Source: an optimization exercise on an open RTL-to-GDS flow (aim: small area). Production flows keep margins and buffers that such runs may drop. RTL that was checked went through simulation tests only; none was proved equivalent to the original. Power figures rest on the tool's default switching activity, not on a simulated workload.

== blue ==
## APP
module APP (
  input CLK,
  input CLR,
  input CE,
  input BTN_FILL_FACTOR_INC,
  input BTN_FILL_FACTOR_DEC,
  input BTN_SEL_INC,
  input BTN_SEL_DEC,
  output [7:0] DISP_7SEG_DATA,
  output [7:0] DISP_7SEG_EN,
  output RGB_R_CH,
  output RGB_G_CH,
  output RGB_B_CH
);
Size: ~420 cells after synthesis, roughly 26 I/O pins.
Settings: LEC_CHECK=0, CAP_MARGIN=20, CORE_MARGIN=2, CORE_UTILIZATION=50, SLEW_MARGIN=20; clock period 10.0 ns.
standard.sh (not shown) runs the stock make flow with config.mk's settings and CLKGATE_MAP_FILE= SYNTH_SCRIPT=/design/flow/synth_recipe.tcl, a recipe that flattens the netlist after the stock synthesis.
==> flow/flow/run.sh <==
#!/bin/bash
# Standard ORFS layout with an area-oriented ABC mapping script, small port
# buffers and a clock tree without dummy loads.
set -euo pipefail
HERE=$(pwd)
rm -rf "$HERE/scripts_local"
cp -r "$FLOW_HOME/scripts" "$HERE/scripts_local"
cp "$HERE/flow/abc_area.script" "$HERE/scripts_local/abc_area.script"
bash standard.sh \
  SCRIPTS_DIR="$HERE/scripts_local" \
  ABC_AREA=1 \
  BUFFER_PORTS_ARGS="-buffer_cell sky130_fd_sc_hd__buf_1" \
  CTS_ARGS="-sink_clustering_enable -sink_clustering_size 100 -sink_clustering_max_diameter 500 -buf_list \"sky130_fd_sc_hd__clkbuf_4 sky130_fd_sc_hd__clkbuf_8\" -dont_use_dummy_load -repair_clock_nets" \
  finish > "$HERE/orfs_flow.log" 2>&1
==> flow/flow/abc_area.script <==
strash
&get -n
&st
&dch -f -r
&nf -R 1000 -p -a
&put
FAIL blue @ clock tree synthesis (4_1_cts): tool exited with error
Edits applied to the flow inputs when going from blue to red:
--- a/flow/flow/run.sh
+++ b/flow/flow/run.sh
@@ -11,4 +11,4 @@
   ABC_AREA=1 \
   BUFFER_PORTS_ARGS="-buffer_cell sky130_fd_sc_hd__buf_1" \
-  CTS_ARGS="-sink_clustering_enable -sink_clustering_size 100 -sink_clustering_max_diameter 500 -buf_list \"sky130_fd_sc_hd__clkbuf_4 sky130_fd_sc_hd__clkbuf_8\" -dont_use_dummy_load -repair_clock_nets" \
+  CTS_ARGS="-sink_clustering_enable -sink_clustering_size 100 -sink_clustering_max_diameter 500 -buf_list {sky130_fd_sc_hd__clkbuf_4 sky130_fd_sc_hd__clkbuf_8} -dont_use_dummy_load -repair_clock_nets" \
   finish > "$HERE/orfs_flow.log" 2>&1
[summary]
Re row count: no difference whatsoever between blue and red.
red: PASS, flow complete, no timing, DRC or antenna violations
The number of library cell types mapped by synthesis was comparable across blue and red.
Compared with blue, in red number of cells produced by synthesis barely changed, height of the chip barely changed, post-place instance area barely changed, cell area after synthesis barely changed.
For xor/xnor cell area share of the yosys netlist, blue and red come out practically identical.
blue -> red: half-perimeter wire length of the detailed placement result delta 0, exact match
No functional check of the RTL was part of any run of this note.

---

rev 12:
APP, a different RTL version from the one above (not shown whole).
Size in the first run: roughly 84 flip-flops, roughly 26 I/O pins.
==> flow/config.mk <==
export PLATFORM = sky130hd
export DESIGN_NAME = APP
export DESIGN_NICKNAME = APP
export VERILOG_FILES = /design/flow/design.v
export SDC_FILE = /design/flow/constraint.sdc
export NUM_CORES = 4
export LEC_CHECK = 0
export CAP_MARGIN = 0
export CORE_MARGIN = 2
export CORE_UTILIZATION = 50
export GPL_TIMING_DRIVEN = 0
export SLEW_MARGIN = 0
==> flow/constraint.sdc <==
create_clock -name core_clock -period 10.0 [get_ports {CLK}]
set_input_delay 2.0000 -clock core_clock [delete_from_list [all_inputs] [get_ports {CLK}]]
set_output_delay 2.0000 -clock core_clock [all_outputs]
set_load 0.01 [all_outputs]
==> flow/flow/run.sh <==
#!/bin/bash
# Standard ORFS layout with an area-oriented ABC mapping script (no adder
# extraction before it), small port
# buffers (also for synthesis pass-through buffers) and a clock tree
# without dummy loads.
set -euo pipefail
HERE=$(pwd)
rm -rf "$HERE/scripts_local"
cp -r "$FLOW_HOME/scripts" "$HERE/scripts_local"
cp "$HERE/flow/abc_area.script" "$HERE/scripts_local/abc_area.script"
# Leave adders and counters to ABC instead of mapping them to half/full
# adder cells first (registers are not affected).
sed -i 's/^  extract_fa {\*}\[dont_use_extract_fa_args\]/  # extract_fa skipped/' "$HERE/scripts_local/synth.tcl"
grep -q "extract_fa skipped" "$HERE/scripts_local/synth.tcl"
bash standard.sh \
  SCRIPTS_DIR="$HERE/scripts_local" \
  ABC_AREA=1 \
  BUFFER_PORTS_ARGS="-buffer_cell sky130_fd_sc_hd__buf_1" \
  MIN_BUF_CELL_AND_PORTS="sky130_fd_sc_hd__buf_1 A X" \
  CTS_ARGS="-sink_clustering_enable -sink_clustering_size 100 -sink_clustering_max_diameter 500 -buf_list {sky130_fd_sc_hd__clkbuf_4 sky130_fd_sc_hd__clkbuf_8} -dont_use_dummy_load -repair_clock_nets" \
  finish > "$HERE/orfs_flow.log" 2>&1
==> flow/flow/abc_area.script <==
strash
&get -n
&st
&dch -f
&nf -R 1000
&put
The inputs of rev 13 differ from those of rev 12 as listed below.
Settings: changing SLEW_MARGIN from 0 to 20; removing GPL_TIMING_DRIVEN (formerly 0); changing CAP_MARGIN from 0 to 20.
-- flow/flow/run.sh --
<<< rev 12, line 4
# buffers (also for synthesis pass-through buffers) and a clock tree
# without dummy loads.
>>> rev 13, line 4
# buffers and a clock tree without dummy loads.
<<< rev 12, line 19
  MIN_BUF_CELL_AND_PORTS="sky130_fd_sc_hd__buf_1 A X" \
>>> rev 13, line 18
[summary]
- The final layouts of rev 13 and rev 12 pass the timing, DRC and antenna checks.
- Path depth of the worst reg2reg path, rev 13 and rev 12, higher one = rev 13.
- Compared to rev 12, rev 13 has routability congestion estimate about 0.5% lower.
- [diff] final area, rev 13 relative to rev 12: regression
- Any difference in maximum clock skew at final layout between rev 12 and rev 13 is small enough to ignore.
- In the reports for rev 13 and rev 12, the larger total of plain and repair buffers excluding clock buffers belongs to rev 13.

---

Setup of alpha:
Starting RTL as in the previous note.
==> flow/design.v (excerpt) <==
module APP (
  input CLK,
  input CLR,
  input CE,
  input BTN_FILL_FACTOR_INC,
  input BTN_FILL_FACTOR_DEC,
  input BTN_SEL_INC,
  input BTN_SEL_DEC,
  output [7:0] DISP_7SEG_DATA,
  output [7:0] DISP_7SEG_EN,
  output RGB_R_CH,
  output RGB_G_CH,
  output RGB_B_CH
);
clock: 10.0 ns
lec_check: 0
cap_margin: 0
core_margin: 2
core_utilization: 50
gpl_timing_driven: 0
slew_margin: 0
==> flow/flow/run.sh <==
#!/bin/bash
# Standard ORFS layout with an area-oriented ABC mapping script (no adder
# extraction before it), small port
# buffers and a clock tree without dummy loads.
set -euo pipefail
HERE=$(pwd)
rm -rf "$HERE/scripts_local"
cp -r "$FLOW_HOME/scripts" "$HERE/scripts_local"
cp "$HERE/flow/abc_area.script" "$HERE/scripts_local/abc_area.script"
# Leave adders and counters to ABC instead of mapping them to half/full
# adder cells first (registers are not affected).
sed -i 's/^  extract_fa {\*}\[dont_use_extract_fa_args\]/  # extract_fa skipped/' "$HERE/scripts_local/synth.tcl"
grep -q "extract_fa skipped" "$HERE/scripts_local/synth.tcl"
bash standard.sh \
  SCRIPTS_DIR="$HERE/scripts_local" \
  ABC_AREA=1 \
  BUFFER_PORTS_ARGS="-buffer_cell sky130_fd_sc_hd__buf_1" \
  CTS_ARGS="-sink_clustering_enable -sink_clustering_size 100 -sink_clustering_max_diameter 500 -buf_list {sky130_fd_sc_hd__clkbuf_4 sky130_fd_sc_hd__clkbuf_8} -dont_use_dummy_load -repair_clock_nets" \
  finish > "$HERE/orfs_flow.log" 2>&1
Scripts as last shown in full above: flow/flow/abc_area.script
alpha went all the way through synthesis, placement and routing and the layout is clean on timing, DRC and antenna.
Setup changes, alpha to beta
Settings: swapping 0 for 20 in SLEW_MARGIN; swapping 0 for 20 in CAP_MARGIN.
==> comparison <==
The total power of beta exceeds that of alpha by 0.0033 mW. The routed wire length of beta and that of alpha are within noise of each other. alpha -> beta: post-CTS setup repair buffer count delta 0, exact match. ~same total number of nets in the final design in alpha and beta. beta vs. alpha: number of core rows shows no meaningful change, power of the clock network shows no meaningful change, routed length on met2 shows a reduction of 0.93%. Diff beta..alpha | standby leakage power | negligible. First-iteration DRC count ends up higher on alpha. Against alpha, beta reports a post-route fraction of the period consumed by the critical path that is lower. Compared with alpha, beta shows hold slack higher by 0.0064 ns.
[inputs] gamma vs beta
--- a/flow/flow/run.sh
+++ b/flow/flow/run.sh
@@ -17,2 +17,3 @@
   BUFFER_PORTS_ARGS="-buffer_cell sky130_fd_sc_hd__buf_1" \
+  MIN_BUF_CELL_AND_PORTS="sky130_fd_sc_hd__buf_1 A X" \
   CTS_ARGS="-sink_clustering_enable -sink_clustering_size 100 -sink_clustering_max_diameter 500 -buf_list {sky130_fd_sc_hd__clkbuf_4 sky130_fd_sc_hd__clkbuf_8} -dont_use_dummy_load -repair_clock_nets" \
### Flow results
- gamma went all the way through the flow, and no timing, DRC or antenna check failed.
- The relative slew slack of gamma was inferior to that of beta.
- Relative to beta, gamma improves post-layout worst setup margin.
- Worst reg-to-reg path cell count, gamma and beta: larger value in gamma
- Length of routed met2 wiring went down slightly going from beta to gamma.
- Between beta and gamma, overall power after layout decreased.

---

Another version of the RTL of APP (not shown whole).
Size in the first run: ~84 flip-flops.
clock: 10.0 ns
lec_check: 0
cap_margin: 20
core_margin: 2
core_utilization: 50
slew_margin: 20
==> flow/flow/run.sh <==
#!/bin/bash
# Standard ORFS layout with an area-oriented ABC mapping script, small port
# buffers and a clock tree without dummy loads.
set -euo pipefail
HERE=$(pwd)
rm -rf "$HERE/scripts_local"
cp -r "$FLOW_HOME/scripts" "$HERE/scripts_local"
cp "$HERE/flow/abc_area.script" "$HERE/scripts_local/abc_area.script"
bash standard.sh \
  SCRIPTS_DIR="$HERE/scripts_local" \
  ABC_AREA=1 \
  BUFFER_PORTS_ARGS="-buffer_cell sky130_fd_sc_hd__buf_1" \
  CTS_ARGS="-sink_clustering_enable -sink_clustering_size 100 -sink_clustering_max_diameter 500 -buf_list {sky130_fd_sc_hd__clkbuf_4 sky130_fd_sc_hd__clkbuf_8} -dont_use_dummy_load -repair_clock_nets" \
  finish > "$HERE/orfs_flow.log" 2>&1
==> flow/flow/abc_area.script <==
strash
&get -n
&st
&dch -f -r
&nf -R 1000 -p -a
&put
The starting point completed without violations.
Then changed:
--- a/flow/flow/run.sh
+++ b/flow/flow/run.sh
@@ -2 +2,2 @@
-# Standard ORFS layout with an area-oriented ABC mapping script, small port
+# Standard ORFS layout with an area-oriented ABC mapping script (no adder
+# extraction before it), small port
@@ -8,0 +10,4 @@
+# Leave adders and counters to ABC instead of mapping them to half/full
+# adder cells first (registers are not affected).
+sed -i 's/^  extract_fa {\*}\[dont_use_extract_fa_args\]/  # extract_fa skipped/' "$HERE/scripts_local/synth.tcl"
+grep -q "extract_fa skipped" "$HERE/scripts_local/synth.tcl"
==> flow/flow/abc_area.script (replaced) <==
strash
&get -n
&st
&dch -f
&nf -R 1000
&put
After rerunning:
- fmax went down by 11%
- final area fell by 2.0%
- area after synthesis falls by 2.1%
- clock skew increases by 7.1 ps
- routed wire length rises by 5.6%
- register-to-register slack gets worse by 300 ps
- final cell count climbs by 7.3%
- flip-flop and latch count does not change
- global-route usage rose by 1.2 points

[port drivers added, routing unchanged]
The flow's constraints put no driver on any port. The routed layouts listed below were extracted and timed again, unchanged, in two steps.
Step 1: set_driving_cell puts a clkbuf_16 on CLK and a buf_2 on each other input, an assumption about the parent block.
Step 2 also shifts input and output timing later by t, the mid clock arrival at the registers, as if the neighbouring blocks saw the same clock.
Three values: ideal ports, drivers, drivers and shift; two values: the first two.
run	t (ns)	slack for setup (ns)	worst hold slack (ns)	slew at the worst register clock pin (ns)
red	0.374	4.808 / 4.818 / 4.444	0.507 / 0.507 / 0.507	0.09 / 0.09
rev 12	0.379	3.737 / 3.743 / 3.364	0.468 / 0.468 / 0.468	0.09 / 0.09
rev 13	0.362	4.546 / 4.556 / 4.194	0.477 / 0.477 / 0.477	0.08 / 0.08
alpha	0.373	3.646 / 3.655 / 3.282	0.485 / 0.485 / 0.485	0.09 / 0.09
beta	0.378	3.995 / 4.003 / 3.625	0.491 / 0.491 / 0.491	0.10 / 0.10
gamma	0.378	4.134 / 4.145 / 3.767	0.476 / 0.476 / 0.476	0.09 / 0.09
the first run of note 4	0.363	5.266 / 5.268 / 4.905	0.500 / 0.500 / 0.500	0.08 / 0.08
the second run of note 4	0.365	4.673 / 4.685 / 4.320	0.496 / 0.496 / 0.496	0.08 / 0.08
After both steps every run listed still meets setup and hold. For rev 12, which loses most, drivers alone change the setup slack by +0.006 ns; drivers and shift together by -0.373 ns.
